Background: an optimization exercise with open tools, aiming at small area, a short achievable clock period and few clock cycles per item. Do not read the settings as production practice.

==> build 93 <==
==> flow/design.v <==
module matrixMultiplier(input st, rst, clk, input [7:0] data_in, output done, output [7:0] dataout);
  reg run, wt, done_r;
  reg [5:0] t;             
  reg [2:0] ph;            
  wire start = wt & ~st;
  always @(posedge clk or posedge rst)
    if (rst) begin run <= 1'b0; wt <= 1'b0; done_r <= 1'b0; end
    else begin
      wt <= wt ? st : (~run & st);
      run <= start | (run & (t != 6'd45));
      done_r <= run & (t == 6'd17);
    end
  assign done = done_r;
  always @(posedge clk) begin
    t <= start ? 6'd0 : t + 6'd1;
    ph <= start ? 3'b001 : {ph[1:0], ph[2]};    
  end
  reg [7:0] ra0,ra1,ra2,ra3,ra4,ra5,ra6,ra7,ra8;
  reg [7:0] rb0,rb1,rb2,rb3,rb4,rb5,rb6,rb7,rb8;
  wire lda = (t < 6'd9);
  wire ldb = (t >= 6'd9) & (t < 6'd18);
  always @(posedge clk) begin
    ra0 <= lda ? data_in : ra8;
    {ra8,ra7,ra6,ra5,ra4,ra3,ra2,ra1} <= {ra7,ra6,ra5,ra4,ra3,ra2,ra1,ra0};
    rb0 <= ldb ? data_in : rb8;
    {rb8,rb7,rb6,rb5,rb4,rb3,rb2,rb1} <= {rb7,rb6,rb5,rb4,rb3,rb2,rb1,rb0};
  end
  reg [2:0] sa;
  reg [4:0] sb;
  always @(posedge clk)
    case (t)
      6'd0: begin sa <= 3'd4; sb <= 5'd16; end
      6'd1: begin sa <= 3'd4; sb <= 5'd8; end
      6'd2: begin sa <= 3'd4; sb <= 5'd4; end
      6'd3: begin sa <= 3'd1; sb <= 5'd1; end
      6'd4: begin sa <= 3'd1; sb <= 5'd16; end
      6'd5: begin sa <= 3'd1; sb <= 5'd8; end
      6'd6: begin sa <= 3'd1; sb <= 5'd8; end
      6'd7: begin sa <= 3'd1; sb <= 5'd4; end
      6'd8: begin sa <= 3'd1; sb <= 5'd2; end
      6'd9: begin sa <= 3'd2; sb <= 5'd16; end
      6'd10: begin sa <= 3'd2; sb <= 5'd8; end
      6'd11: begin sa <= 3'd2; sb <= 5'd4; end
      6'd12: begin sa <= 3'd4; sb <= 5'd1; end
      6'd13: begin sa <= 3'd4; sb <= 5'd16; end
      6'd14: begin sa <= 3'd4; sb <= 5'd8; end
      6'd15: begin sa <= 3'd4; sb <= 5'd8; end
      6'd16: begin sa <= 3'd4; sb <= 5'd4; end
      6'd17: begin sa <= 3'd4; sb <= 5'd2; end
      6'd18: begin sa <= 3'd1; sb <= 5'd16; end
      6'd19: begin sa <= 3'd1; sb <= 5'd8; end
      6'd20: begin sa <= 3'd1; sb <= 5'd4; end
      6'd21: begin sa <= 3'd2; sb <= 5'd1; end
      6'd22: begin sa <= 3'd2; sb <= 5'd16; end
      6'd23: begin sa <= 3'd2; sb <= 5'd8; end
      6'd24: begin sa <= 3'd2; sb <= 5'd8; end
      6'd25: begin sa <= 3'd2; sb <= 5'd4; end
      6'd26: begin sa <= 3'd2; sb <= 5'd2; end
      6'd27: begin sa <= 3'd4; sb <= 5'd16; end
      6'd28: begin sa <= 3'd4; sb <= 5'd8; end
      6'd29: begin sa <= 3'd4; sb <= 5'd4; end
      6'd30: begin sa <= 3'd1; sb <= 5'd1; end
      6'd31: begin sa <= 3'd1; sb <= 5'd16; end
      6'd32: begin sa <= 3'd1; sb <= 5'd8; end
      6'd33: begin sa <= 3'd1; sb <= 5'd8; end
      6'd34: begin sa <= 3'd1; sb <= 5'd4; end
      6'd35: begin sa <= 3'd1; sb <= 5'd2; end
      6'd36: begin sa <= 3'd2; sb <= 5'd16; end
      6'd37: begin sa <= 3'd2; sb <= 5'd8; end
      6'd38: begin sa <= 3'd2; sb <= 5'd4; end
      6'd39: begin sa <= 3'd4; sb <= 5'd1; end
      6'd40: begin sa <= 3'd4; sb <= 5'd16; end
      6'd41: begin sa <= 3'd4; sb <= 5'd8; end
      6'd42: begin sa <= 3'd4; sb <= 5'd8; end
      6'd43: begin sa <= 3'd4; sb <= 5'd4; end
      6'd44: begin sa <= 3'd4; sb <= 5'd2; end
      6'd45: begin sa <= 3'd1; sb <= 5'd16; end
      6'd46: begin sa <= 3'd1; sb <= 5'd8; end
      6'd47: begin sa <= 3'd1; sb <= 5'd4; end
      6'd48: begin sa <= 3'd2; sb <= 5'd1; end
      6'd49: begin sa <= 3'd2; sb <= 5'd16; end
      6'd50: begin sa <= 3'd2; sb <= 5'd8; end
      6'd51: begin sa <= 3'd2; sb <= 5'd8; end
      6'd52: begin sa <= 3'd2; sb <= 5'd4; end
      6'd53: begin sa <= 3'd2; sb <= 5'd2; end
      6'd54: begin sa <= 3'd4; sb <= 5'd16; end
      6'd55: begin sa <= 3'd4; sb <= 5'd8; end
      6'd56: begin sa <= 3'd4; sb <= 5'd4; end
      6'd57: begin sa <= 3'd1; sb <= 5'd1; end
      6'd58: begin sa <= 3'd1; sb <= 5'd16; end
      6'd59: begin sa <= 3'd1; sb <= 5'd8; end
      6'd60: begin sa <= 3'd1; sb <= 5'd8; end
      6'd61: begin sa <= 3'd1; sb <= 5'd4; end
      6'd62: begin sa <= 3'd1; sb <= 5'd2; end
      6'd63: begin sa <= 3'd2; sb <= 5'd2; end
    endcase
  wire [7:0] a = ({8{sa[0]}} & ra0) | ({8{sa[1]}} & ra3) | ({8{sa[2]}} & ra6);
  wire [7:0] b = ({8{sb[0]}} & rb1) | ({8{sb[1]}} & rb2) | ({8{sb[2]}} & rb4) | ({8{sb[3]}} & rb6) | ({8{sb[4]}} & rb8);
  reg [16:0] acc;
  reg [17:0] res;
  wire first = ph[1], last = ph[0];    
  wire [17:0] sum = (first ? 17'd0 : acc) + a * b;
  always @(posedge clk) begin
    acc <= sum[16:0];
    res <= last ? sum : {8'd0, res[17:8]};
  end
  assign dataout = res[7:0];
endmodule
==> flow/run.sh <==
#!/bin/bash
# synth_recipe.tcl (not shown) runs the flow's synth.tcl, then flattens the netlist and writes it again
# the make line also repeats each setting of config.mk as NAME=value (left out here)
make -C /OpenROAD-flow-scripts/flow DESIGN_CONFIG=/design/flow/config.mk WORK_HOME=/design/flow/orfs CLKGATE_MAP_FILE= SYNTH_SCRIPT=/design/flow/synth_recipe.tcl finish
==> flow/config.mk <==
export PLATFORM = sky130hd
export DESIGN_NAME = matrixMultiplier
export DESIGN_NICKNAME = matrixMultiplier
export VERILOG_FILES = /design/flow/design.v
export SDC_FILE = /design/flow/constraint.sdc
export NUM_CORES = 4
export LEC_CHECK = 0
export ABC_CLOCK_PERIOD_IN_PS = 3000
export CAP_MARGIN = 20
export CORE_MARGIN = 2
export CORE_UTILIZATION = 40
export SETUP_SLACK_MARGIN = 5
export SLEW_MARGIN = 20
==> flow/constraint.sdc <==
create_clock -name core_clock -period 10.0 [get_ports {clk}]
set_input_delay 2.0000 -clock core_clock [delete_from_list [all_inputs] [get_ports {clk}]]
set_output_delay 2.0000 -clock core_clock [all_outputs]
set_load 0.01 [all_outputs]
==> build 76: changes against build 93 <==
CORE_UTILIZATION = 65   (was 40)
PLACE_DENSITY = 0.75   (was unset)
==> comparison table <==
item                                                               build 76       build 93
Pre-CTS setup slack                                                 4430 ps        4460 ps
Multi-input gate share of the layout cell area                        0.414          0.406
Outcome                                            timing/DRC/antenna clean  timing/DRC/antenna clean
Achievable frequency                                                199 MHz        201 MHz
Maximum number of pins on one net before global-route repair             35             34
Total Routing Usage GR                                                0.272          0.164
Area taken by multi-input logic gates                         0.00409 sq mm  0.00406 sq mm
Area growth, synth to finish                                          17.4%          18.9%
Met3 Use GR                                                          0.0494         0.0339
Vias in the first global route                                         5737           5327
Post-CTS Setup Bufs                                                      33             29
Initial DRC count                                                       605            297
Placed Area                                                   0.00862 sq mm  0.00880 sq mm
Well-tap cell count                                                     172            275
Met1 WL                                                             7810 um        8380 um
Wire length of the first global-routing pass                       29400 um       27900 um
Fill cell instance count of the final layout                            796           1929
Transition at the pin with the smallest max-transition slack         962 ps         784 ps
Worst-skew pair later-pin latency                                    450 ps         440 ps
Function was not checked in any run of this note: the RTL went through the layout flow alone.

## port drivers added, routing unchanged
The flow's constraints put no driver on any port. The routed layouts listed below were extracted and timed again, unchanged, in two steps.
Step 1 sets driving cells, clkbuf_16 on the clock port and buf_2 on the other inputs (assumed; they add their load-dependent delay and slew).
Step 2, shift: input delay + t, output delay - t, t = (earliest + latest rising clock arrival at the registers) / 2. This alone moves slack from input paths to output paths.
Three values: ideal ports, drivers, drivers and shift; two values: the first two.
run	shift t [ns]	setup WS [ns]	clock arrival spread, ns	worst register clock-pin slew, ns	pins driven straight from the clock port
build 93	0.479	5.013 / 5.013 / 5.013	0.014 / 0.013	0.09 / 0.09	1
build 76	0.482	4.968 / 4.968 / 4.968	0.009 / 0.009	0.08 / 0.08	1
After both steps setup and hold are still met in every run listed.
